From an optimization exercise on the open Yosys and OpenROAD flow, aimed at small area and a short achievable clock period; shortcuts taken in it are not production practice.
No functional check of the RTL was part of this run.
No activity file was given, so power comes from the tool's default toggle rates.

## design/flow/config.mk

```make
export PLATFORM = sky130hd
export DESIGN_NAME = RGB_to_Gray
export DESIGN_NICKNAME = RGB_to_Gray
export VERILOG_FILES = /design/flow/design.v
export SDC_FILE = /design/flow/constraint.sdc
export NUM_CORES = 8
export LEC_CHECK = 0
export CAP_MARGIN = 20
export CORE_MARGIN = 2
export CORE_UTILIZATION = 60
export CTS_BUF_LIST = sky130_fd_sc_hd__clkbuf_8
export PLACE_DENSITY = 0.75
export SLEW_MARGIN = 20
export SYNTH_HIERARCHICAL = 1
export SYNTH_MINIMUM_KEEP_SIZE = 0
```

## design/flow/constraint.sdc

```tcl
create_clock -name core_clock -period 16.0 [get_ports {CLK}]
set_input_delay 3.2000 -clock core_clock [delete_from_list [all_inputs] [get_ports {CLK}]]
set_output_delay 3.2000 -clock core_clock [all_outputs]
set_load 0.01 [all_outputs]
```

## design/flow/design.v

```verilog
module RGB_to_Gray(input CLK, input [7:0] R, input [7:0] G, input [7:0] B, input In_Valid, output reg [7:0] Gray, output reg Out_Valid);
    reg [7:0] r, g, b; reg v0;
    always @(posedge CLK) begin r <= R; g <= G; b <= B; v0 <= In_Valid; end
    wire w8 = ({r[7], r[6], r[5], r[4], r[3], r[2], r[1], r[0]} >= 8'd2);
    wire w9 = ({r[7], r[6], r[5], r[4], r[3], r[2], r[1], r[0]} >= 8'd4);
    wire w10 = ({r[7], r[6], r[5], r[4], r[3], r[2], r[1], r[0]} >= 8'd7);
    wire w11 = ({r[7], r[6], r[5], r[4], r[3], r[2], r[1], r[0]} >= 8'd14);
    wire w12 = ({r[7], r[6], r[5], r[4], r[3], r[2], r[1], r[0]} >= 8'd27);
    wire w13 = ({r[7], r[6], r[5], r[4], r[3], r[2], r[1], r[0]} >= 8'd54);
    wire w14 = ({r[7], r[6], r[5], r[4], r[3], r[2], r[1], r[0]} >= 8'd108);
    wire w15 = ({r[7], r[6], r[5], r[4], r[3], r[2], r[1], r[0]} >= 8'd215);
    wire w24 = ({g[7], g[6], g[5], g[4], g[3], g[2], g[1], g[0]} >= 8'd2);
    wire w25 = ({g[7], g[6], g[5], g[4], g[3], g[2], g[1], g[0]} >= 8'd4);
    wire w26 = ({g[7], g[6], g[5], g[4], g[3], g[2], g[1], g[0]} >= 8'd7);
    wire w27 = ({g[7], g[6], g[5], g[4], g[3], g[2], g[1], g[0]} >= 8'd14);
    wire w28 = ({g[7], g[6], g[5], g[4], g[3], g[2], g[1], g[0]} >= 8'd28);
    wire w29 = ({g[7], g[6], g[5], g[4], g[3], g[2], g[1], g[0]} >= 8'd55);
    wire w30 = ({g[7], g[6], g[5], g[4], g[3], g[2], g[1], g[0]} >= 8'd110);
    wire w31 = ({g[7], g[6], g[5], g[4], g[3], g[2], g[1], g[0]} >= 8'd219);
    wire w41 = ({b[7], b[6], b[5], b[4], b[3], b[2], b[1], b[0]} >= 8'd3);
    wire w42 = ({b[7], b[6], b[5], b[4], b[3], b[2], b[1], b[0]} >= 8'd5);
    wire w43 = ({b[7], b[6], b[5], b[4], b[3], b[2], b[1], b[0]} >= 8'd9);
    wire w44 = ({b[7], b[6], b[5], b[4], b[3], b[2], b[1], b[0]} >= 8'd18);
    wire w45 = ({b[7], b[6], b[5], b[4], b[3], b[2], b[1], b[0]} >= 8'd36);
    wire w46 = ({b[7], b[6], b[5], b[4], b[3], b[2], b[1], b[0]} >= 8'd71);
    wire w47 = ({b[7], b[6], b[5], b[4], b[3], b[2], b[1], b[0]} >= 8'd141);
    wire w48_0, w48_1; ha u48 (r[2], r[1], w48_0, w48_1);
    wire w49_0, w49_1; fa u49 (r[3], r[2], r[1], w49_0, w49_1);
    wire w50_0, w50_1; fa u50 (r[4], r[3], r[2], w50_0, w50_1);
    wire w51_0, w51_1; fa u51 (r[5], r[4], r[3], w51_0, w51_1);
    wire w52_0, w52_1; fa u52 (r[6], r[5], r[4], w52_0, w52_1);
    wire w53_0, w53_1; fa u53 (r[7], r[6], r[5], w53_0, w53_1);
    wire w54_0, w54_1; ha u54 (r[1], r[0], w54_0, w54_1);
    wire w55_0, w55_1; fa u55 (r[0], w48_0, w11, w55_0, w55_1);
    wire w56_0, w56_1; fa u56 (w48_1, w12, w49_0, w56_0, w56_1);
    wire w57_0, w57_1; fa u57 (w49_1, w13, w50_0, w57_0, w57_1);
    wire w58_0, w58_1; fa u58 (w50_1, w14, w51_0, w58_0, w58_1);
    wire w59_0, w59_1; fa u59 (w51_1, w15, w52_0, w59_0, w59_1);
    wire w60_0, w60_1; fa u60 (r[0], w52_1, w53_0, w60_0, w60_1);
    wire w61_0, w61_1; ha u61 (r[0], w9, w61_0, w61_1);
    wire w62_0, w62_1; fa u62 (w54_0, w10, w61_1, w62_0, w62_1);
    wire w63_0, w63_1; fa u63 (w54_1, w55_0, w62_1, w63_0, w63_1);
    wire w64_0, w64_1; fa u64 (w55_1, w56_0, w63_1, w64_0, w64_1);
    wire w65_0, w65_1; fa u65 (w56_1, w57_0, w64_1, w65_0, w65_1);
    wire w66_0, w66_1; fa u66 (w57_1, w58_0, w65_1, w66_0, w66_1);
    wire w67_0, w67_1; fa u67 (w58_1, w59_0, w66_1, w67_0, w67_1);
    wire w68_0, w68_1; fa u68 (p59_1_1, p60_0_1, p67_1_1, w68_0, w68_1);
    wire w69_0, w69_1; ha u69 (g[4], g[0], w69_0, w69_1);
    wire w70_0, w70_1; fa u70 (g[5], g[1], w31, w70_0, w70_1);
    wire w71_0, w71_1; fa u71 (g[6], g[2], g[0], w71_0, w71_1);
    wire w72_0, w72_1; ha u72 (g[0], w26, w72_0, w72_1);
    wire w73_0, w73_1; fa u73 (g[1], w27, w72_1, w73_0, w73_1);
    wire w74_0, w74_1; fa u74 (g[2], w28, w73_1, w74_0, w74_1);
    wire w75_0, w75_1; fa u75 (g[3], w29, w74_1, w75_0, w75_1);
    wire w76_0, w76_1; fa u76 (w69_0, w30, w75_1, w76_0, w76_1);
    wire w77_0, w77_1; fa u77 (w69_1, w70_0, w76_1, w77_0, w77_1);
    wire w78_0, w78_1; fa u78 (p70_1_1, p71_0_1, p77_1_1, w78_0, w78_1);
    wire w79 = ~w8;
    wire w80 = w61_0 & w79;
    wire w81 = ~w24;
    wire w82 = w25 & w81;
    wire w83 = ~w9;
    wire w84 = w62_0 & w83;
    wire w85 = ~w25;
    wire w86 = w72_0 & w85;
    wire w87 = ~w10;
    wire w88 = w63_0 & w87;
    wire w89 = ~w26;
    wire w90 = w73_0 & w89;
    wire w91 = ~w11;
    wire w92 = w64_0 & w91;
    wire w93 = ~w27;
    wire w94 = w74_0 & w93;
    wire w95 = ~w12;
    wire w96 = w65_0 & w95;
    wire w97 = ~w28;
    wire w98 = w75_0 & w97;
    wire w99 = ~w13;
    wire w100 = w66_0 & w99;
    wire w101 = ~w29;
    wire w102 = w76_0 & w101;
    wire w103 = ~w14;
    wire w104 = p67_0_1 & p103_0_1;
    wire w105 = ~w30;
    wire w106 = w77_0 & w105;
    wire w107 = ~p15_0_1;
    wire w108 = w68_0 & w107;
    wire w109 = ~w31;
    wire w110 = w78_0 & p109_0_1;
    wire w111_0, w111_1; ha u111 (r[7], r[6], w111_0, w111_1);
    wire w112_0, w112_1; fa u112 (r[7], r[2], r[0], w112_0, w112_1);
    wire w113_0, w113_1; fa u113 (g[7], g[3], g[1], w113_0, w113_1);
    wire w114_0, w114_1; fa u114 (r[3], r[1], r[0], w114_0, w114_1);
    wire w115_0, w115_1; fa u115 (r[4], r[2], r[1], w115_0, w115_1);
    wire w116_0, w116_1; fa u116 (r[5], r[3], r[2], w116_0, w116_1);
    wire w117_0, w117_1; ha u117 (r[0], g[6], w117_0, w117_1);
    wire w118_0, w118_1; fa u118 (r[6], r[4], r[3], w118_0, w118_1);
    wire w119_0, w119_1; fa u119 (r[1], g[7], g[5], w119_0, w119_1);
    wire w120_0, w120_1; fa u120 (r[7], r[5], r[4], w120_0, w120_1);
    wire w121_0, w121_1; ha u121 (r[2], g[6], w121_0, w121_1);
    wire w122_0, w122_1; fa u122 (r[6], r[5], r[3], w122_0, w122_1);
    wire w123_0, w123_1; ha u123 (g[7], g[6], w123_0, w123_1);
    wire w124_0, w124_1; fa u124 (r[7], r[6], r[4], w124_0, w124_1);
    wire w125_0, w125_1; ha u125 (r[0], g[7], w125_0, w125_1);
    wire w126_0, w126_1; ha u126 (r[7], r[5], w126_0, w126_1);
    wire w127_0, w127_1; ha u127 (r[5], r[2], w127_0, w127_1);
    wire w128_0, w128_1; fa u128 (r[6], r[3], r[2], w128_0, w128_1);
    wire w129_0, w129_1; fa u129 (r[7], r[4], r[3], w129_0, w129_1);
    wire w130_0, w130_1; fa u130 (r[5], r[4], r[1], w130_0, w130_1);
    wire w131_0, w131_1; fa u131 (r[6], r[5], r[2], w131_0, w131_1);
    wire w132_0, w132_1; ha u132 (r[7], r[6], w132_0, w132_1);
    wire w133_0, w133_1; fa u133 (r[1], w111_0, w53_1, w133_0, w133_1);
    wire w134_0, w134_1; fa u134 (g[0], w111_1, w71_1, w134_0, w134_1);
    wire w135_0, w135_1; ha u135 (w112_0, w113_0, w135_0, w135_1);
    wire w136_0, w136_1; fa u136 (g[4], g[2], g[1], w136_0, w136_1);
    wire w137_0, w137_1; fa u137 (w112_1, w113_1, w114_0, w137_0, w137_1);
    wire w138_0, w138_1; fa u138 (g[5], g[3], g[2], w138_0, w138_1);
    wire w139_0, w139_1; fa u139 (g[0], w114_1, w115_0, w139_0, w139_1);
    wire w140_0, w140_1; fa u140 (g[4], g[3], g[1], w140_0, w140_1);
    wire w141_0, w141_1; fa u141 (w117_0, w115_1, w116_0, w141_0, w141_1);
    wire w142_0, w142_1; fa u142 (g[4], g[2], w117_1, w142_0, w142_1);
    wire w143_0, w143_1; fa u143 (w116_1, w118_0, w119_0, w143_0, w143_1);
    wire w144_0, w144_1; fa u144 (g[5], g[3], w121_0, w144_0, w144_1);
    wire w145_0, w145_1; fa u145 (w118_1, w119_1, w120_0, w145_0, w145_1);
    wire w146_0, w146_1; fa u146 (g[4], g[0], w121_1, w146_0, w146_1);
    wire w147_0, w147_1; fa u147 (w123_0, w120_1, w122_0, w147_0, w147_1);
    wire w148_0, w148_1; fa u148 (g[5], g[1], w123_1, w148_0, w148_1);
    wire w149_0, w149_1; fa u149 (w125_0, w122_1, w124_0, w149_0, w149_1);
    wire w150_0, w150_1; fa u150 (r[1], g[6], g[2], w150_0, w150_1);
    wire w151_0, w151_1; fa u151 (w125_1, w126_0, w124_1, w151_0, w151_1);
    wire w152_0, w152_1; fa u152 (r[6], r[2], g[7], w152_0, w152_1);
    wire w153_0, w153_1; fa u153 (g[3], g[0], w126_1, w153_0, w153_1);
    wire w154_0, w154_1; fa u154 (r[7], r[3], r[0], w154_0, w154_1);
    wire w155_0, w155_1; fa u155 (g[4], g[1], g[0], w155_0, w155_1);
    wire w156_0, w156_1; fa u156 (r[4], r[1], r[0], w156_0, w156_1);
    wire w157_0, w157_1; fa u157 (g[5], g[2], g[1], w157_0, w157_1);
    wire w158_0, w158_1; fa u158 (r[1], g[6], g[3], w158_0, w158_1);
    wire w159_0, w159_1; fa u159 (g[2], g[0], w127_0, w159_0, w159_1);
    wire w160_0, w160_1; fa u160 (g[7], g[4], g[3], w160_0, w160_1);
    wire w161_0, w161_1; fa u161 (g[1], w127_1, w128_0, w161_0, w161_1);
    wire w162_0, w162_1; fa u162 (r[0], g[5], g[4], w162_0, w162_1);
    wire w163_0, w163_1; fa u163 (g[2], w128_1, w129_0, w163_0, w163_1);
    wire w164_0, w164_1; fa u164 (g[6], g[5], g[3], w164_0, w164_1);
    wire w165_0, w165_1; fa u165 (g[0], w129_1, w130_0, w165_0, w165_1);
    wire w166_0, w166_1; fa u166 (g[7], g[6], g[4], w166_0, w166_1);
    wire w167_0, w167_1; fa u167 (g[1], w130_1, w131_0, w167_0, w167_1);
    wire w168_0, w168_1; fa u168 (r[3], g[7], g[5], w168_0, w168_1);
    wire w169_0, w169_1; fa u169 (g[2], w132_0, w131_1, w169_0, w169_1);
    wire w170_0, w170_1; fa u170 (r[7], r[4], g[6], w170_0, w170_1);
    wire w171_0, w171_1; ha u171 (g[3], w132_1, w171_0, w171_1);
    wire w172_0, w172_1; ha u172 (r[5], g[7], w172_0, w172_1);
    wire w173_0, w173_1; ha u173 (w133_0, w60_1, w173_0, w173_1);
    wire w174_0, w174_1; fa u174 (w133_1, w135_0, w134_0, w174_0, w174_1);
    wire w175_0, w175_1; fa u175 (w136_0, w135_1, w134_1, w175_0, w175_1);
    wire w176_0, w176_1; fa u176 (w136_1, w138_0, w137_1, w176_0, w176_1);
    wire w177_0, w177_1; fa u177 (w138_1, w140_0, w139_1, w177_0, w177_1);
    wire w178_0, w178_1; fa u178 (w140_1, w142_0, w141_1, w178_0, w178_1);
    wire w179_0, w179_1; fa u179 (w142_1, w144_0, w143_1, w179_0, w179_1);
    wire w180_0, w180_1; fa u180 (w144_1, w146_0, w145_1, w180_0, w180_1);
    wire w181_0, w181_1; fa u181 (w146_1, w148_0, w147_1, w181_0, w181_1);
    wire w182_0, w182_1; fa u182 (w150_0, w148_1, w149_1, w182_0, w182_1);
    wire w183_0, w183_1; fa u183 (w150_1, w152_0, w153_0, w183_0, w183_1);
    wire w184_0, w184_1; fa u184 (w152_1, w154_0, w155_0, w184_0, w184_1);
    wire w185_0, w185_1; fa u185 (w154_1, w155_1, w156_0, w185_0, w185_1);
    wire w186_0, w186_1; fa u186 (w156_1, w157_1, w158_0, w186_0, w186_1);
    wire w187_0, w187_1; fa u187 (w158_1, w160_0, w159_1, w187_0, w187_1);
    wire w188_0, w188_1; fa u188 (w160_1, w162_0, w161_1, w188_0, w188_1);
    wire w189_0, w189_1; fa u189 (w162_1, w164_0, w163_1, w189_0, w189_1);
    wire w190_0, w190_1; fa u190 (w164_1, w166_0, w165_1, w190_0, w190_1);
    wire w191_0, w191_1; fa u191 (w166_1, w168_0, w167_1, w191_0, w191_1);
    wire w192_0, w192_1; fa u192 (w168_1, w170_0, w171_0, w192_0, w192_1);
    wire w193_0, w193_1; fa u193 (g[4], w172_0, w170_1, w193_0, w193_1);
    wire w194_0, w194_1; ha u194 (r[6], g[5], w194_0, w194_1);
    wire w195_0, w195_1; ha u195 (p173_0_1, w110, w195_0, w195_1);
    wire w196_0, w196_1; fa u196 (p173_1_1, p174_0_1, w78_1, w196_0, w196_1);
    wire w197_0, w197_1; fa u197 (w137_0, w174_1, w175_0, w197_0, w197_1);
    wire w198_0, w198_1; fa u198 (w139_0, w175_1, w176_0, w198_0, w198_1);
    wire w199_0, w199_1; fa u199 (w141_0, w176_1, w177_0, w199_0, w199_1);
    wire w200_0, w200_1; fa u200 (w143_0, w177_1, w178_0, w200_0, w200_1);
    wire w201_0, w201_1; fa u201 (w145_0, w178_1, w179_0, w201_0, w201_1);
    wire w202_0, w202_1; fa u202 (w147_0, w179_1, w180_0, w202_0, w202_1);
    wire w203_0, w203_1; fa u203 (w149_0, w180_1, w181_0, w203_0, w203_1);
    wire w204_0, w204_1; fa u204 (w151_0, w181_1, w182_0, w204_0, w204_1);
    wire w205_0, w205_1; fa u205 (w151_1, w183_0, w182_1, w205_0, w205_1);
    wire w206_0, w206_1; fa u206 (w153_1, w184_0, w183_1, w206_0, w206_1);
    wire w207_0, w207_1; fa u207 (w157_0, w184_1, w185_0, w207_0, w207_1);
    wire w208_0, w208_1; fa u208 (w159_0, w185_1, w186_0, w208_0, w208_1);
    wire w209_0, w209_1; fa u209 (w186_1, w161_0, w187_0, w209_0, w209_1);
    wire w210_0, w210_1; fa u210 (w163_0, w187_1, w188_0, w210_0, w210_1);
    wire w211_0, w211_1; fa u211 (w165_0, w188_1, w189_0, w211_0, w211_1);
    wire w212_0, w212_1; fa u212 (w167_0, w189_1, w190_0, w212_0, w212_1);
    wire w213_0, w213_1; fa u213 (w169_0, w190_1, w191_0, w213_0, w213_1);
    wire w214_0, w214_1; fa u214 (w169_1, w192_0, w191_1, w214_0, w214_1);
    wire w215_0, w215_1; fa u215 (w171_1, w193_0, w192_1, w215_0, w215_1);
    wire w216_0, w216_1; fa u216 (w172_1, w194_0, w193_1, w216_0, w216_1);
    wire w217_0, w217_1; fa u217 (r[7], g[6], w194_1, w217_0, w217_1);
    wire w219 = w205_1 & w206_0;
    wire w220 = w206_1 | w207_0;
    wire w221 = w206_1 & w207_0;
    wire w222 = w207_1 | w208_0;
    wire w223 = w207_1 & w208_0;
    wire w224 = w208_1 | w209_0;
    wire w225 = w208_1 & w209_0;
    wire w226 = w209_1 | w210_0;
    wire w227 = w209_1 & w210_0;
    wire w228 = w210_1 | w211_0;
    wire w229 = w210_1 & w211_0;
    wire w230 = w211_1 | w212_0;
    wire w231 = w211_1 & w212_0;
    wire w232 = w212_1 | w213_0;
    wire w233 = w212_1 & w213_0;
    wire w234 = p213_1_1 | p214_0_1;
    wire w235 = p213_1_1 & p214_0_1;
    wire w236 = p214_1_1 | p215_0_1;
    wire w237 = p214_1_1 & p215_0_1;
    wire w238 = p215_1_1 | p216_0_1;
    wire w239 = p215_1_1 & p216_0_1;
    wire w240 = p216_1_1 | p217_0_1;
    wire w241 = p216_1_1 & p217_0_1;
    wire w242 = p217_1_1 | p23_0_1;
    wire w243 = p217_1_1 & p23_0_1;
    wire w244 = w221 | (w220 & w219);
    wire w246 = w225 | (w224 & w223);
    wire w247 = w224 & w222;
    wire w248 = w229 | (w228 & w227);
    wire w249 = w228 & w226;
    wire w250 = w233 | (w232 & w231);
    wire w251 = w232 & w230;
    wire w252 = w237 | (w236 & w235);
    wire w253 = w236 & w234;
    wire w254 = w241 | (w240 & w239);
    wire w255 = w240 & w238;
    wire w258 = w246 | (w247 & w244);
    wire w260 = w231 | (w230 & w248);
    wire w261 = w230 & w249;
    wire w262 = w250 | (w251 & w248);
    wire w263 = w251 & w249;
    wire w264 = w239 | (w238 & w252);
    wire w265 = w238 & w253;
    wire w266 = w254 | (w255 & w252);
    wire w267 = w255 & w253;
    wire w268 = w227 | (w226 & w258);
    wire w270 = w248 | (w249 & w258);
    wire w272 = w260 | (w261 & w258);
    wire w274 = w262 | (w263 & w258);
    wire w276 = w243 | (w242 & w266);
    wire w277 = w242 & w267;
    wire w278 = w235 | (w234 & p274_0_1);
    wire w280 = w252 | (w253 & p274_0_1);
    wire w282 = w264 | (w265 & p274_0_1);
    wire w284 = w266 | (w267 & p274_0_1);
    wire w286 = w276 | (w277 & p274_0_1);
    wire w288 = |{w210_1, w211_1, w212_1, w213_1, w214_1, w215_1, w216_1, w217_1, w211_0, w212_0, w213_0, w214_0, w215_0, w216_0, w217_0, g[7], w268};
    wire w289 = |{w211_1, w212_1, w213_1, w214_1, w215_1, w216_1, w217_1, w212_0, w213_0, w214_0, w215_0, w216_0, w217_0, g[7], w270};
    wire w290 = |{w212_1, w213_1, w214_1, w215_1, w216_1, w217_1, w213_0, w214_0, w215_0, w216_0, w217_0, g[7], w272};
    wire w291 = |{p213_1_1, p214_1_1, p215_1_1, p216_1_1, p217_1_1, p214_0_1, p215_0_1, p216_0_1, p217_0_1, p23_0_1, p274_0_1};
    wire w292 = |{p214_1_1, p215_1_1, p216_1_1, p217_1_1, p215_0_1, p216_0_1, p217_0_1, p23_0_1, w278};
    wire w293 = |{p215_1_1, p216_1_1, p217_1_1, p216_0_1, p217_0_1, p23_0_1, w280};
    wire w294 = |{p216_1_1, p217_1_1, p217_0_1, p23_0_1, w282};
    wire w295 = |{p217_1_1, p23_0_1, w284};
    wire w296 = |{w286};
    wire w297 = ~b[0];
    wire w298 = ~b[1];
    wire w299 = ~b[2];
    wire w300 = ~b[3];
    wire w301 = ~b[4];
    wire w302 = ~b[5];
    wire w303 = ~b[6];
    wire w304 = ~b[7];
    wire w305_0, w305_1; fa u305 (b[6], b[4], b[2], w305_0, w305_1);
    wire w306_0, w306_1; ha u306 (b[7], b[5], w306_0, w306_1);
    wire w307_0, w307_1; ha u307 (b[6], b[4], w307_0, w307_1);
    wire w308_0, w308_1; ha u308 (b[7], b[5], w308_0, w308_1);
    wire w309_0, w309_1; ha u309 (b[4], b[2], w309_0, w309_1);
    wire w310_0, w310_1; fa u310 (b[5], b[3], b[1], w310_0, w310_1);
    wire w311_0, w311_1; fa u311 (w297, w47, w305_0, w311_0, w311_1);
    wire w312_0, w312_1; fa u312 (b[3], w298, w306_0, w312_0, w312_1);
    wire w313_0, w313_1; fa u313 (b[0], w299, w306_1, w313_0, w313_1);
    wire w314_0, w314_1; fa u314 (b[1], w300, w307_1, w314_0, w314_1);
    wire w315_0, w315_1; fa u315 (b[6], b[2], w301, w315_0, w315_1);
    wire w316_0, w316_1; ha u316 (b[2], b[0], w316_0, w316_1);
    wire w317_0, w317_1; fa u317 (b[3], b[1], w44, w317_0, w317_1);
    wire w318_0, w318_1; fa u318 (b[0], w309_0, w45, w318_0, w318_1);
    wire w319_0, w319_1; fa u319 (w309_1, w46, w310_0, w319_0, w319_1);
    wire w320; xn u320 (w310_1, w311_0, w320);
    wire w321 = w310_1 | w311_0;
    wire w322_0, w322_1; fa u322 (w305_1, w312_0, w311_1, w322_0, w322_1);
    wire w323_0, w323_1; fa u323 (w307_0, w312_1, w313_0, w323_0, w323_1);
    wire w324_0, w324_1; fa u324 (w308_0, w313_1, w314_0, w324_0, w324_1);
    wire w325_0, w325_1; fa u325 (w308_1, w315_0, w314_1, w325_0, w325_1);
    wire w326_0, w326_1; ha u326 (b[0], w41, w326_0, w326_1);
    wire w327_0, w327_1; fa u327 (b[1], w42, w326_1, w327_0, w327_1);
    wire w328_0, w328_1; fa u328 (w316_0, w43, w327_1, w328_0, w328_1);
    wire w329_0, w329_1; fa u329 (w316_1, w317_0, w328_1, w329_0, w329_1);
    wire w330_0, w330_1; fa u330 (w317_1, w318_0, w329_1, w330_0, w330_1);
    wire w331_0, w331_1; fa u331 (w318_1, w319_0, w330_1, w331_0, w331_1);
    wire w332_0, w332_1; fa u332 (w319_1, w320, w331_1, w332_0, w332_1);
    wire w333_0, w333_1; fa u333 (p321_0_1, p322_0_1, p332_1_1, w333_0, w333_1);
    wire w334_0, w334_1; fa u334 (p322_1_1, p323_0_1, w333_1, w334_0, w334_1);
    wire w335_0, w335_1; fa u335 (p323_1_1, p324_0_1, w334_1, w335_0, w335_1);
    wire w336_0, w336_1; fa u336 (p324_1_1, p325_0_1, w335_1, w336_0, w336_1);
    wire w337 = ~w42;
    wire w338 = w328_0 & w337;
    wire w339 = w338 & w288;
    wire w340 = ~w339;
    wire w341 = ~w43;
    wire w342 = w329_0 & w341;
    wire w343 = w342 & w289;
    wire w344 = ~w343;
    wire w345 = ~w44;
    wire w346 = w330_0 & w345;
    wire w347 = p346_0_1 & p290_0_1;
    wire w348 = ~w347;
    wire w349 = ~w45;
    wire w350 = w331_0 & w349;
    wire w351 = p350_0_1 & w291;
    wire w352 = ~w351;
    wire w353 = ~w46;
    wire w354 = w332_0 & w353;
    wire w355 = p354_0_1 & w292;
    wire w356 = ~w355;
    wire w357 = ~w47;
    wire w358 = w333_0 & p357_0_1;
    wire w359 = w358 & w293;
    wire w360 = ~w359;
    wire w361 = w334_0 & w294;
    wire w362 = ~w361;
    wire w363 = w335_0 & w295;
    wire w364 = ~w363;
    wire w365 = w336_0 & w296;
    wire w366 = ~w365;
    wire w367_0, w367_1; fa u367 (b[7], b[3], w302, w367_0, w367_1);
    wire w368_0, w368_1; ha u368 (w297, w315_1, w368_0, w368_1);
    wire w369_0, w369_1; ha u369 (b[4], w303, w369_0, w369_1);
    wire w370_0, w370_1; ha u370 (b[7], b[5], w370_0, w370_1);
    wire w371_0, w371_1; ha u371 (b[6], b[1], w371_0, w371_1);
    wire w372_0, w372_1; ha u372 (b[7], b[2], w372_0, w372_1);
    wire w373_0, w373_1; fa u373 (w367_0, w368_0, w325_1, w373_0, w373_1);
    wire w374_0, w374_1; fa u374 (w298, w369_0, w367_1, w374_0, w374_1);
    wire w375_0, w375_1; ha u375 (w368_1, w197_0, w375_0, w375_1);
    wire w376_0, w376_1; fa u376 (b[5], w304, w299, w376_0, w376_1);
    wire w377_0, w377_1; fa u377 (w369_1, w197_1, w198_0, w377_0, w377_1);
    wire w378_0, w378_1; fa u378 (b[6], w300, w198_1, w378_0, w378_1);
    wire w379 = ~w199_0;
    wire w380_0, w380_1; fa u380 (b[7], w301, w297, w380_0, w380_1);
    wire w381_0, w381_1; ha u381 (w199_1, w200_0, w381_0, w381_1);
    wire w382_0, w382_1; fa u382 (w302, w298, w200_1, w382_0, w382_1);
    wire w383_0, w383_1; fa u383 (b[0], w303, w299, w383_0, w383_1);
    wire w384_0, w384_1; fa u384 (b[1], w304, w300, w384_0, w384_1);
    wire w385_0, w385_1; fa u385 (b[2], b[0], w301, w385_0, w385_1);
    wire w386_0, w386_1; ha u386 (w203_1, w204_0, w386_0, w386_1);
    wire w387_0, w387_1; fa u387 (b[3], b[1], w302, w387_0, w387_1);
    wire w388; xn u388 (w204_1, w205_0, w388);
    wire w389 = w204_1 | w205_0;
    wire w390_0, w390_1; fa u390 (b[4], b[2], w303, w390_0, w390_1);
    wire w391_0, w391_1; fa u391 (w297, w206_0, w205_1, w391_0, w391_1);
    wire w392_0, w392_1; fa u392 (b[5], b[3], w304, w392_0, w392_1);
    wire w393_0, w393_1; fa u393 (w298, w207_0, w206_1, w393_0, w393_1);
    wire w394_0, w394_1; fa u394 (b[6], b[4], w299, w394_0, w394_1);
    wire w395; xn u395 (w207_1, w208_0, w395);
    wire w396 = w207_1 | w208_0;
    wire w397_0, w397_1; fa u397 (b[0], w300, w370_0, w397_0, w397_1);
    wire w398; xn u398 (w208_1, w209_0, w398);
    wire w399 = w208_1 | w209_0;
    wire w400_0, w400_1; fa u400 (w301, w370_1, w371_0, w400_0, w400_1);
    wire w401; xn u401 (w209_1, w210_0, w401);
    wire w402 = w209_1 | w210_0;
    wire w403_0, w403_1; fa u403 (w302, w371_1, w372_0, w403_0, w403_1);
    wire w404; xn u404 (w210_1, w211_0, w404);
    wire w405 = w210_1 | w211_0;
    wire w406_0, w406_1; fa u406 (b[3], w303, w372_1, w406_0, w406_1);
    wire w407; xn u407 (w211_1, w212_0, w407);
    wire w408 = w211_1 | w212_0;
    wire w409_0, w409_1; fa u409 (b[4], w304, w212_1, w409_0, w409_1);
    wire w410 = ~w213_0;
    wire w411_0, w411_1; ha u411 (b[5], w213_1, w411_0, w411_1);
    wire w412_0, w412_1; ha u412 (p38_0_1, p215_0_1, w412_0, w412_1);
    wire w413_0, w413_1; ha u413 (p39_0_1, p216_0_1, w413_0, w413_1);
    wire w414_0, w414_1; ha u414 (w80, w338, w414_0, w414_1);
    wire w415_0, w415_1; fa u415 (w82, w84, w342, w415_0, w415_1);
    wire w416_0, w416_1; fa u416 (w86, w88, w346, w416_0, w416_1);
    wire w417_0, w417_1; fa u417 (p90_0_1, p92_0_1, p350_0_1, w417_0, w417_1);
    wire w418_0, w418_1; fa u418 (p94_0_1, p96_0_1, p354_0_1, w418_0, w418_1);
    wire w419_0, w419_1; fa u419 (p98_0_1, p100_0_1, w358, w419_0, w419_1);
    wire w420_0, w420_1; fa u420 (p102_0_1, w104, w334_0, w420_0, w420_1);
    wire w421_0, w421_1; fa u421 (p106_0_1, w108, w335_0, w421_0, w421_1);
    wire w422_0, w422_1; fa u422 (w68_1, w195_0, w336_0, w422_0, w422_1);
    wire w423_0, w423_1; fa u423 (p373_0_1, w196_0, w195_1, w423_0, w423_1);
    wire w424_0, w424_1; fa u424 (w374_0, w373_1, w375_0, w424_0, w424_1);
    wire w425_0, w425_1; fa u425 (w376_0, w374_1, w375_1, w425_0, w425_1);
    wire w426_0, w426_1; fa u426 (w376_1, w379, w377_1, w426_0, w426_1);
    wire w427_0, w427_1; fa u427 (w380_0, w199_0, w378_1, w427_0, w427_1);
    wire w428_0, w428_1; fa u428 (w380_1, w201_0, w381_1, w428_0, w428_1);
    wire w429_0, w429_1; fa u429 (w383_0, w201_1, w202_0, w429_0, w429_1);
    wire w430_0, w430_1; fa u430 (w383_1, w384_0, w202_1, w430_0, w430_1);
    wire w431_0, w431_1; fa u431 (w384_1, w385_0, w386_0, w431_0, w431_1);
    wire w432_0, w432_1; fa u432 (w385_1, w387_0, w388, w432_0, w432_1);
    wire w433_0, w433_1; fa u433 (w387_1, w390_0, w389, w433_0, w433_1);
    wire w434_0, w434_1; fa u434 (w390_1, w392_0, w393_0, w434_0, w434_1);
    wire w435_0, w435_1; fa u435 (w392_1, w394_0, w395, w435_0, w435_1);
    wire w436_0, w436_1; fa u436 (w394_1, w397_0, w396, w436_0, w436_1);
    wire w437_0, w437_1; fa u437 (w397_1, w400_0, w399, w437_0, w437_1);
    wire w438_0, w438_1; fa u438 (w400_1, w403_0, w402, w438_0, w438_1);
    wire w439_0, w439_1; fa u439 (w403_1, w406_0, w405, w439_0, w439_1);
    wire w440_0, w440_1; fa u440 (w406_1, w410, w408, w440_0, w440_1);
    wire w441_0, w441_1; fa u441 (w214_0, w213_0, w411_0, w441_0, w441_1);
    wire w442_0, w442_1; fa u442 (p214_1_1, w412_0, p411_1_1, w442_0, w442_1);
    wire w443_0, w443_1; fa u443 (p215_1_1, w413_0, w412_1, w443_0, w443_1);
    wire w444_0, w444_1; fa u444 (p217_0_1, p216_1_1, w413_1, w444_0, w444_1);
    wire w445_0, w445_1; ha u445 (p23_0_1, p217_1_1, w445_0, w445_1);
    wire w446_0, w446_1; ha u446 (p414_0_1, p340_0_1, w446_0, w446_1);
    wire w447_0, w447_1; fa u447 (p414_1_1, p415_0_1, p344_0_1, w447_0, w447_1);
    wire w448_0, w448_1; fa u448 (p415_1_1, p416_0_1, w348, w448_0, w448_1);
    wire w449_0, w449_1; fa u449 (p416_1_1, w352, w417_0, w449_0, w449_1);
    wire w450_0, w450_1; fa u450 (w417_1, w356, w418_0, w450_0, w450_1);
    wire w451_0, w451_1; fa u451 (w418_1, w360, w419_0, w451_0, w451_1);
    wire w452_0, w452_1; fa u452 (w419_1, w362, w420_0, w452_0, w452_1);
    wire w453_0, w453_1; fa u453 (w420_1, w364, w421_0, w453_0, w453_1);
    wire w454_0, w454_1; fa u454 (w421_1, w366, w422_0, w454_0, w454_1);
    wire w455_0, w455_1; fa u455 (w423_0, w336_1, w422_1, w455_0, w455_1);
    wire w456_0, w456_1; fa u456 (p424_0_1, w196_1, w423_1, w456_0, w456_1);
    wire w457_0, w457_1; fa u457 (w377_0, w424_1, w425_0, w457_0, w457_1);
    wire w458_0, w458_1; fa u458 (w378_0, w425_1, w426_0, w458_0, w458_1);
    wire w459_0, w459_1; fa u459 (w381_0, w426_1, w427_0, w459_0, w459_1);
    wire w460_0, w460_1; fa u460 (w382_0, w427_1, w428_0, w460_0, w460_1);
    wire w461_0, w461_1; fa u461 (w382_1, w429_0, w428_1, w461_0, w461_1);
    wire w462_0, w462_1; fa u462 (w203_0, w429_1, w430_0, w462_0, w462_1);
    wire w463; xn u463 (w430_1, w431_0, w463);
    wire w464 = w430_1 | w431_0;
    wire w465_0, w465_1; fa u465 (w386_1, w432_0, w431_1, w465_0, w465_1);
    wire w466_0, w466_1; fa u466 (w391_0, w432_1, w433_0, w466_0, w466_1);
    wire w467_0, w467_1; fa u467 (w391_1, w433_1, w434_0, w467_0, w467_1);
    wire w468_0, w468_1; fa u468 (w393_1, w435_0, w434_1, w468_0, w468_1);
    wire w469_0, w469_1; fa u469 (w398, w435_1, w436_0, w469_0, w469_1);
    wire w470_0, w470_1; fa u470 (w436_1, w401, w437_0, w470_0, w470_1);
    wire w471_0, w471_1; fa u471 (w404, w437_1, w438_0, w471_0, w471_1);
    wire w472_0, w472_1; fa u472 (w407, w438_1, w439_0, w472_0, w472_1);
    wire w473_0, w473_1; fa u473 (w409_0, w439_1, w440_0, w473_0, w473_1);
    wire w474_0, w474_1; fa u474 (w409_1, w440_1, w441_0, w474_0, w474_1);
    wire w475; xn u475 (p441_1_1, w442_0, w475);
    wire w476 = p441_1_1 | w442_0;
    wire w477; xn u477 (w443_0, w442_1, w477);
    wire w478 = w443_0 | w442_1;
    wire w479; xn u479 (w444_0, w443_1, w479);
    wire w480 = w444_0 | w443_1;
    wire w481; xn u481 (w445_0, w444_1, w481);
    wire w482 = w445_0 | w444_1;
    wire w483 = ~w445_1;
    wire w484 = w446_1 | w447_0;
    wire w485 = w446_1 & w447_0;
    wire w486 = w447_1 | w448_0;
    wire w487 = w447_1 & w448_0;
    wire w488 = w448_1 | w449_0;
    wire w489 = w448_1 & w449_0;
    wire w490 = w449_1 | w450_0;
    wire w491 = w449_1 & w450_0;
    wire w492 = w450_1 | w451_0;
    wire w493 = w450_1 & w451_0;
    wire w494 = w451_1 | w452_0;
    wire w495 = w451_1 & w452_0;
    wire w496 = w452_1 | w453_0;
    wire w497 = w452_1 & w453_0;
    wire w498 = w453_1 | w454_0;
    wire w499 = w453_1 & w454_0;
    wire w500 = w454_1 | w455_0;
    wire w501 = w454_1 & w455_0;
    wire w502 = w455_1 | w456_0;
    wire w503 = w455_1 & w456_0;
    wire w504 = w456_1 | p457_0_1;
    wire w505 = w456_1 & p457_0_1;
    wire w506 = p457_1_1 | p458_0_1;
    wire w507 = p457_1_1 & p458_0_1;
    wire w508 = p458_1_1 | p459_0_1;
    wire w509 = p458_1_1 & p459_0_1;
    wire w510 = p459_1_1 | p460_0_1;
    wire w511 = p459_1_1 & p460_0_1;
    wire w512 = w460_1 | w461_0;
    wire w513 = w460_1 & w461_0;
    wire w514 = w461_1 | w462_0;
    wire w515 = w461_1 & w462_0;
    wire w516 = w462_1 | w463;
    wire w517 = w462_1 & w463;
    wire w518 = p464_0_1 | p465_0_1;
    wire w519 = p464_0_1 & p465_0_1;
    wire w520 = w465_1 | w466_0;
    wire w521 = w465_1 & w466_0;
    wire w522 = p466_1_1 | p467_0_1;
    wire w523 = p466_1_1 & p467_0_1;
    wire w524 = w467_1 | w468_0;
    wire w525 = w467_1 & w468_0;
    wire w526 = w468_1 | w469_0;
    wire w527 = w468_1 & w469_0;
    wire w528 = p469_1_1 | p470_0_1;
    wire w529 = p469_1_1 & p470_0_1;
    wire w530 = p470_1_1 | p471_0_1;
    wire w531 = p470_1_1 & p471_0_1;
    wire w532_0, w532_1; ha u532 (p471_1_1, p472_0_1, w532_0, w532_1);
    wire w533_0, w533_1; ha u533 (p472_1_1, p473_0_1, w533_0, w533_1);
    wire w534_0, w534_1; ha u534 (p473_1_1, p474_0_1, w534_0, w534_1);
    wire w535_0, w535_1; ha u535 (p474_1_1, w475, w535_0, w535_1);
    wire w536_0, w536_1; ha u536 (w476, w477, w536_0, w536_1);
    wire w537_0, w537_1; ha u537 (w478, w479, w537_0, w537_1);
    wire w538_0, w538_1; ha u538 (w480, w481, w538_0, w538_1);
    wire w539_0, w539_1; ha u539 (w482, w483, w539_0, w539_1);
    wire w540 = w531 | (w530 & w529);
    wire w541 = w530 & w528;
    wire w542 = w527 | (w526 & w525);
    wire w543 = w526 & w524;
    wire w544 = w540 | (w541 & p542_0_1);
    wire w545 = w541 & p543_0_1;
    wire w546 = w523 | (w522 & p521_0_1);
    wire w547 = w522 & p520_0_1;
    wire w548 = w546 | (w547 & w519);
    wire w549 = w547 & w518;
    wire w550 = w544 | (w545 & w548);
    wire w551 = w545 & w549;
    wire w552 = w517 | (w516 & w515);
    wire w553 = w516 & w514;
    wire w554 = p552_0_1 | (p553_0_1 & p513_0_1);
    wire w555 = p553_0_1 & p512_0_1;
    wire w556 = w511 | (w510 & w509);
    wire w557 = w510 & w508;
    wire w558 = w556 | (w557 & w507);
    wire w559 = w557 & w506;
    wire w560 = w554 | (w555 & w558);
    wire w561 = w555 & w559;
    wire w562 = w550 | (w551 & w560);
    wire w563 = w551 & w561;
    wire w564 = w505 | (w504 & w503);
    wire w565 = w504 & w502;
    wire w566 = w564 | (w565 & w501);
    wire w567 = w565 & w500;
    wire w568 = w499 | (w498 & w497);
    wire w569 = w498 & w496;
    wire w570 = w568 | (w569 & w495);
    wire w571 = w569 & w494;
    wire w572 = w566 | (w567 & w570);
    wire w573 = w567 & w571;
    wire w574 = w493 | (w492 & w491);
    wire w575 = w492 & w490;
    wire w576 = w574 | (w575 & w489);
    wire w577 = w575 & w488;
    wire w578 = w487 | (w486 & w485);
    wire w579 = w486 & w484;
    wire w580 = w578 | (w579 & w446_0);
    wire w581 = w576 | (w577 & w580);
    wire w583 = w572 | (w573 & w581);
    wire w585 = p562_0_1 | (p563_0_1 & p583_0_1);
    wire w587 = w533_1 | (w533_0 & w532_1);
    wire w588 = p533_0_1 & p532_0_1;
    wire w589 = w535_1 | (w535_0 & w534_1);
    wire w590 = p535_0_1 & p534_0_1;
    wire w591 = w537_1 | (w537_0 & w536_1);
    wire w592 = p537_0_1 & p536_0_1;
    wire w595 = w534_1 | (w534_0 & w587);
    wire w596 = p534_0_1 & w588;
    wire w597 = p589_0_1 | (w590 & p587_0_1);
    wire w598 = w590 & w588;
    wire w599 = w538_1 | (w538_0 & w591);
    wire w600 = p538_0_1 & w592;
    wire w603 = p536_1_1 | (p536_0_1 & w597);
    wire w604 = p536_0_1 & w598;
    wire w605 = p591_0_1 | (w592 & w597);
    wire w606 = w592 & w598;
    wire w607 = p599_0_1 | (w600 & w597);
    wire w608 = w600 & w598;
    wire w611 = p532_1_1 | (p532_0_1 & w585);
    wire w612 = p587_0_1 | (w588 & w585);
    wire w613 = p595_0_1 | (w596 & w585);
    wire w614 = w597 | (w598 & w585);
    wire w615 = w603 | (w604 & w585);
    wire w616 = w605 | (w606 & w585);
    wire w617 = w607 | (w608 & w585);
    wire w619; xr u619 (p532_0_1, w585, w619);
    wire w620; xr u620 (p533_0_1, w611, w620);
    wire w621; xr u621 (p534_0_1, w612, w621);
    wire w622; xr u622 (p535_0_1, w613, w622);
    wire w623; xr u623 (p536_0_1, w614, w623);
    wire w624; xr u624 (p537_0_1, w615, w624);
    wire w625; xr u625 (p538_0_1, w616, w625);
    wire w626; xr u626 (p539_0_1, w617, w626);
    reg p23_0_1;
    reg p38_0_1;
    reg p39_0_1;
    reg p15_0_1;
    reg p59_1_1;
    reg p60_0_1;
    reg p67_1_1;
    reg p70_1_1;
    reg p71_0_1;
    reg p77_1_1;
    reg p67_0_1;
    reg p103_0_1;
    reg p109_0_1;
    reg p173_0_1;
    reg p173_1_1;
    reg p174_0_1;
    reg p213_1_1;
    reg p214_0_1;
    reg p214_1_1;
    reg p215_0_1;
    reg p215_1_1;
    reg p216_0_1;
    reg p216_1_1;
    reg p217_0_1;
    reg p217_1_1;
    reg p274_0_1;
    reg p321_0_1;
    reg p322_0_1;
    reg p332_1_1;
    reg p322_1_1;
    reg p323_0_1;
    reg p323_1_1;
    reg p324_0_1;
    reg p324_1_1;
    reg p325_0_1;
    reg p346_0_1;
    reg p290_0_1;
    reg p350_0_1;
    reg p354_0_1;
    reg p357_0_1;
    reg p90_0_1;
    reg p92_0_1;
    reg p94_0_1;
    reg p96_0_1;
    reg p98_0_1;
    reg p100_0_1;
    reg p102_0_1;
    reg p106_0_1;
    reg p373_0_1;
    reg p411_1_1;
    reg p414_0_1;
    reg p340_0_1;
    reg p414_1_1;
    reg p415_0_1;
    reg p344_0_1;
    reg p415_1_1;
    reg p416_0_1;
    reg p416_1_1;
    reg p424_0_1;
    reg p441_1_1;
    reg p457_0_1;
    reg p457_1_1;
    reg p458_0_1;
    reg p458_1_1;
    reg p459_0_1;
    reg p459_1_1;
    reg p460_0_1;
    reg p464_0_1;
    reg p465_0_1;
    reg p466_1_1;
    reg p467_0_1;
    reg p469_1_1;
    reg p470_0_1;
    reg p470_1_1;
    reg p471_0_1;
    reg p471_1_1;
    reg p472_0_1;
    reg p472_1_1;
    reg p473_0_1;
    reg p473_1_1;
    reg p474_0_1;
    reg p474_1_1;
    reg p542_0_1;
    reg p543_0_1;
    reg p521_0_1;
    reg p520_0_1;
    reg p552_0_1;
    reg p553_0_1;
    reg p513_0_1;
    reg p512_0_1;
    reg p562_0_1;
    reg p563_0_1;
    reg p583_0_1;
    reg p533_0_1;
    reg p532_1_1;
    reg p532_0_1;
    reg p535_0_1;
    reg p534_0_1;
    reg p537_0_1;
    reg p536_1_1;
    reg p536_0_1;
    reg p587_0_1;
    reg p589_0_1;
    reg p538_0_1;
    reg p591_0_1;
    reg p599_0_1;
    reg p595_0_1;
    reg p539_0_1;
    always @(posedge CLK) begin
        p23_0_1 <= g[7];
        p38_0_1 <= b[6];
        p39_0_1 <= b[7];
        p15_0_1 <= w15;
        p59_1_1 <= w59_1;
        p60_0_1 <= w60_0;
        p67_1_1 <= w67_1;
        p70_1_1 <= w70_1;
        p71_0_1 <= w71_0;
        p77_1_1 <= w77_1;
        p67_0_1 <= w67_0;
        p103_0_1 <= w103;
        p109_0_1 <= w109;
        p173_0_1 <= w173_0;
        p173_1_1 <= w173_1;
        p174_0_1 <= w174_0;
        p213_1_1 <= w213_1;
        p214_0_1 <= w214_0;
        p214_1_1 <= w214_1;
        p215_0_1 <= w215_0;
        p215_1_1 <= w215_1;
        p216_0_1 <= w216_0;
        p216_1_1 <= w216_1;
        p217_0_1 <= w217_0;
        p217_1_1 <= w217_1;
        p274_0_1 <= w274;
        p321_0_1 <= w321;
        p322_0_1 <= w322_0;
        p332_1_1 <= w332_1;
        p322_1_1 <= w322_1;
        p323_0_1 <= w323_0;
        p323_1_1 <= w323_1;
        p324_0_1 <= w324_0;
        p324_1_1 <= w324_1;
        p325_0_1 <= w325_0;
        p346_0_1 <= w346;
        p290_0_1 <= w290;
        p350_0_1 <= w350;
        p354_0_1 <= w354;
        p357_0_1 <= w357;
        p90_0_1 <= w90;
        p92_0_1 <= w92;
        p94_0_1 <= w94;
        p96_0_1 <= w96;
        p98_0_1 <= w98;
        p100_0_1 <= w100;
        p102_0_1 <= w102;
        p106_0_1 <= w106;
        p373_0_1 <= w373_0;
        p411_1_1 <= w411_1;
        p414_0_1 <= w414_0;
        p340_0_1 <= w340;
        p414_1_1 <= w414_1;
        p415_0_1 <= w415_0;
        p344_0_1 <= w344;
        p415_1_1 <= w415_1;
        p416_0_1 <= w416_0;
        p416_1_1 <= w416_1;
        p424_0_1 <= w424_0;
        p441_1_1 <= w441_1;
        p457_0_1 <= w457_0;
        p457_1_1 <= w457_1;
        p458_0_1 <= w458_0;
        p458_1_1 <= w458_1;
        p459_0_1 <= w459_0;
        p459_1_1 <= w459_1;
        p460_0_1 <= w460_0;
        p464_0_1 <= w464;
        p465_0_1 <= w465_0;
        p466_1_1 <= w466_1;
        p467_0_1 <= w467_0;
        p469_1_1 <= w469_1;
        p470_0_1 <= w470_0;
        p470_1_1 <= w470_1;
        p471_0_1 <= w471_0;
        p471_1_1 <= w471_1;
        p472_0_1 <= w472_0;
        p472_1_1 <= w472_1;
        p473_0_1 <= w473_0;
        p473_1_1 <= w473_1;
        p474_0_1 <= w474_0;
        p474_1_1 <= w474_1;
        p542_0_1 <= w542;
        p543_0_1 <= w543;
        p521_0_1 <= w521;
        p520_0_1 <= w520;
        p552_0_1 <= w552;
        p553_0_1 <= w553;
        p513_0_1 <= w513;
        p512_0_1 <= w512;
        p562_0_1 <= w562;
        p563_0_1 <= w563;
        p583_0_1 <= w583;
        p533_0_1 <= w533_0;
        p532_1_1 <= w532_1;
        p532_0_1 <= w532_0;
        p535_0_1 <= w535_0;
        p534_0_1 <= w534_0;
        p537_0_1 <= w537_0;
        p536_1_1 <= w536_1;
        p536_0_1 <= w536_0;
        p587_0_1 <= w587;
        p589_0_1 <= w589;
        p538_0_1 <= w538_0;
        p591_0_1 <= w591;
        p599_0_1 <= w599;
        p595_0_1 <= w595;
        p539_0_1 <= w539_0;
    end
    reg v1; always @(posedge CLK) v1 <= v0;
    reg v2; always @(posedge CLK) v2 <= v1;
    always @(posedge CLK) begin Gray <= {w626, w625, w624, w623, w622, w621, w620, w619}; Out_Valid <= v2; end
endmodule
module fa(input a, input b, input c, output s, output co);
    assign s = a ^ b ^ c;
    assign co = (a & b) | (a & c) | (b & c);
endmodule
module ha(input a, input b, output s, output co);
    assign s = a ^ b;
    assign co = a & b;
endmodule
module xr(input a, input b, output y);
    assign y = a ^ b;
endmodule
module xn(input a, input b, output y);
    assign y = ~(a ^ b);
endmodule
module ao(input g1, input p1, input g0, output y);
    assign y = g1 | (p1 & g0);
endmodule
module an2(input a, input b, output y);
    assign y = a & b;
endmodule
module or2(input a, input b, output y);
    assign y = a | b;
endmodule
```

## design/flow/flow/run.sh

```bash
#!/bin/bash
set -euo pipefail
export SETUP_SLACK_MARGIN=11.95
export CTS_ARGS="-sink_clustering_enable -repair_clock_nets -dont_use_dummy_load -buf_list sky130_fd_sc_hd__clkbuf_8"
export BUFFER_PORTS_ARGS="-buffer_cell sky130_fd_sc_hd__buf_2"
bash standard.sh synth > synth.log 2>&1
bash standard.sh > layout.log 2>&1
```

## design/flow/standard.sh

```bash
#!/bin/bash
# synth_recipe.tcl (not shown) runs the flow's synth.tcl, then flattens the netlist and writes it again
# the make line also repeats each setting of config.mk as NAME=value (left out here)
make -C /OpenROAD-flow-scripts/flow DESIGN_CONFIG=/design/flow/config.mk WORK_HOME=/design/flow/orfs CLKGATE_MAP_FILE= SYNTH_SCRIPT=/design/flow/synth_recipe.tcl "${@:-finish}"
```

==> run summary <==
## modules after synthesis, one instance, submodules excluded
module | cells | times used
fa | 1 | 221
RGB_to_Gray | 375 | 1
xr | 1 | 8
xn | 1 | 12
ha | 1 | 47
## area by class of cell
| cell class | instances | area, um2 |
|---|---|---|
| Inverter | 23 | 93.84 |
| Timing Repair Buffer | 62 | 424.2 |
| Multi-Input combinational cell | 496 | 6471 |
| Fill cell | 1056 | 4830 |
| Sequential cell | 144 | 2942 |
| Tap cell | 211 | 264.0 |
| Clock buffer | 17 | 234.0 |
## power by group through the flow
stage / clock network (mW) / registers [mW] / logic [mW]
global placement: 0 / 0.563 / 1.02
finish: 0.205 / 0.560 / 1.11
CTS: 0.213 / 0.561 / 1.08
detailed placement: 0 / 0.569 / 1.07
global route: 0.227 / 0.574 / 1.24
floorplan: 0 / 0.553 / 0.778
## per-stage QoR
step	total power, mW	worst slack, ps	std cells	hold WS [ps]	instance area [um2]
2_1_floorplan	1.331	11970	663	309.6	9422
3_3_place_gp	1.583	11770	908	313.6	9856
3_5_place_dp	1.639	11660	908	312.1	9856
4_1_cts	1.854	11840	925	326.1	10120
5_1_grt	2.046	11840	953	338.0	10430
6_report	1.872	11930	953	324.3	10430
## placed cells by master, fill, tap and decap left out, drive strengths merged, types with 5 or more instances in the layout
cell | synthesis | routed
a21o | 10 | 10
o31ai | 7 | 7
a31o | 5 | 5
a21oi | 20 | 20
nor3 | 5 | 5
a31oi | 12 | 12
maj3 | 11 | 11
dfxtp | 144 | 144
nand3 | 7 | 7
nand2 | 24 | 24
or2 | 17 | 17
buf | 0 | 62
ha | 47 | 47
xnor2 | 12 | 12
nor2 | 25 | 25
and3 | 10 | 10
fa | 221 | 221
o21ai | 14 | 14
and2 | 7 | 7
inv | 23 | 21
clkbuf | 0 | 17
xor2 | 8 | 8
## kinds of logic after synthesis
| kind of cell | synth area share [%] |
|---|---|
| AO/OA/AOI/OAI | 6.312 |
| other | 0.03983 |
| XOR/XNOR | 1.860 |
| flip-flops | 30.62 |
| adder cells (fa/ha/maj) | 54.46 |
| buffers and inverters | 0.9169 |
| AND/OR/NAND/NOR | 5.794 |
## metal layers
layer / up-vias / track usage [%]
met3: 47 / 6.524
met2: 195 / 41.76
met5: - / 0
met1: 2866 / 33.06
li1: 2371 / -
met4: 0 / 9.463
## state kept, by name (all words and copies together), names as in the netlist, 8 cells and up
| name | count |
|---|---|
| r | 8 |
| b | 8 |
| g | 8 |
| Gray | 8 |
## worst paths after layout
kind             from         to  slack, ps  cells after the start
max           Gray[3]    Gray[3]      11930                      1
min                v2  Out_Valid        320                      0
max reg2reg  p321_0_1   p583_0_1      12000                     11
min reg2reg        v2  Out_Valid        320                      0
## synthesized netlist by cell type, drive strengths merged (4+ instances only)
| cell type | count | share of area, % |
|---|---|---|
| a21o | 10 | 0.80 |
| a21oi | 20 | 1.1 |
| a31o | 5 | 0.47 |
| a31oi | 12 | 0.80 |
| and2 | 7 | 0.47 |
| and3 | 10 | 0.66 |
| dfxtp | 144 | 31 |
| fa | 221 | 47 |
| ha | 47 | 6.2 |
| inv | 23 | 0.92 |
| maj3 | 11 | 1.2 |
| nand2 | 24 | 0.96 |
| nand3 | 7 | 0.37 |
| nor2 | 25 | 1.0 |
| nor3 | 5 | 0.27 |
| nor4 | 4 | 0.27 |
| o211ai | 4 | 0.32 |
| o21ai | 14 | 0.74 |
| o31ai | 7 | 0.61 |
| or2 | 17 | 1.1 |
| xnor2 | 12 | 1.1 |
| xor2 | 8 | 0.74 |
## timing repair
action | 4_1_cts | 5_1_grt
pin swaps | 0 | 4
setup buffers | 0 | 28
gates resized for setup | 20 | 23
endpoints found under the hold margin | 0 | 0
cloned | 0 | 0
endpoints found under the setup margin | 37 | 27
==> impl_metrics.json <==
{
  "status": "finished clean",
  "worst_clock_skew_ps": 30.88,
  "seq_area_frac_synth_pct": 30.62,
  "synth_nets": 957,
  "switchingPower_mw": 0.7561,
  "routed_via_density": 5.749,
  "path_cells": "buf_6",
  "dr_wl_met2_um": 9913,
  "worstPathArrival_ps": 870,
  "grt_use_total_pct": 25.42,
  "worstSetupPathType": "flip-flop to output port",
  "wire_per_inst_um": 20.20,
  "die_y_um": 129.3,
  "hold_viol_final": 0,
  "drc_errors": 0,
  "wl_met1_um": 7703,
  "cts.sinks": 144,
  "seqPwrFrac_pct": 29.9,
  "cap_violations": 0,
  "ys_warn_count": 7,
  "holdBufCountCts": 0,
  "via_count": 5479,
  "slowest_delay_ps": 320,
  "synth_area_um2": 9415,
  "worst_pin_slew_ps": 747.7,
  "cts_tree": "built",
  "synth.distinct_cells": 42,
  "path_clk_slew_ps": 70,
  "synthCells": 663,
  "powerDensity_nw_per_um2": 179.5,
  "finalMaxSlewViolations": 0,
  "switching_share_pct": 40.38,
  "drive_gt1_share_pct": 18.87,
  "end_kind": "output port",
  "avgSynthCellArea_um2": 14.20,
  "nets": 1038,
  "crit_slowest_cell": "dfxtp_2",
  "die_area_um2": 16710,
  "rsz0062_at_grt": "true",
  "setup_viol": 0,
  "cts_buffers": 17,
  "clkPwrFrac_pct": 11.0,
  "synth_edf_count": 0,
  "hp-class": "flip-flop to flip-flop",
  "async_flop_share_pct": 0,
  "ant_nets": 0,
  "relSlewSlack_pct": 50.08,
  "fin_crit_sh_pct": 25.42,
  "ir_drop_uv": 173.5,
  "dr_wl_met3_um": 998,
  "antenna_cells": 0,
  "fin_util_pct": 68.35,
  "rows": 45,
  "cp_num_buf_inv": 1,
  "p_comb_share_pct": 59.1,
  "io_pins": 35,
  "grt_max_degree": 18,
  "wirelength_um": 19250,
  "period_minus_slack_ps": 4068,
  "dp_hpwl_um": 15060,
  "drtIter0Drc": 345,
  "synth_flop_cell": "dfxtp_1",
  "internal-power_mw": 1.116,
  "routed.top_layer": "met4",
  "grt_pass1_vias": 5907,
  "leakage_nw": 4.272,
  "cp.required_ps": 12800,
  "cp_max_fo": 1,
  "drt_pass1_iterations": 5,
  "ys_seq_elements": 144,
  "insertion_delay_ps": 460,
  "antenna_found_initial": 0,
  "routabilityCongestion": 0.8494,
  "port_buffers": 34,
  "core_um2": 15260,
  "finalSetupTns_ps": 0,
  "cts-root-buf": "clkbuf_8",
  "cp_top_family": "flip-flops",
  "start_kind": "flip-flop",
  "htree_levels": 4,
  "overflow": 0,
  "cts_buffer_depth": 2,
  "dieWidth_um": 129.3,
  "start_util_pct": 61.71,
  "grt_pass1_wl_um": 30780,
  "syn_to_final_growth_pct": 10.76,
  "max_freq_mhz": 245.8
}

==> static timing again, ports no longer ideal <==
How much do the figures lean on ideal ports? The routed layout below was timed once more, with nothing changed but the port constraints.
Step 1: set_driving_cell puts a clkbuf_16 on CLK and a buf_2 on each other input, an assumption about the parent block.
Step 2 also shifts input and output timing later by t, the mid clock arrival at the registers, as if the neighbouring blocks saw the same clock.
Slacks: ideal / step 1 / step 2; pairs: ideal / step 1.
t, ns: 0.475
setup WS [ns]: 11.932 / 11.894 / 11.996
worst hold slack (ns): 0.324 / 0.324 / 0.324
clock arrival spread, ns: 0.039 / 0.039
cell pins on the clock port's net: 1
After both steps setup and hold are still met in this run. The setup slack of this run moves by -0.038 ns with the drivers and by +0.064 ns with both steps.
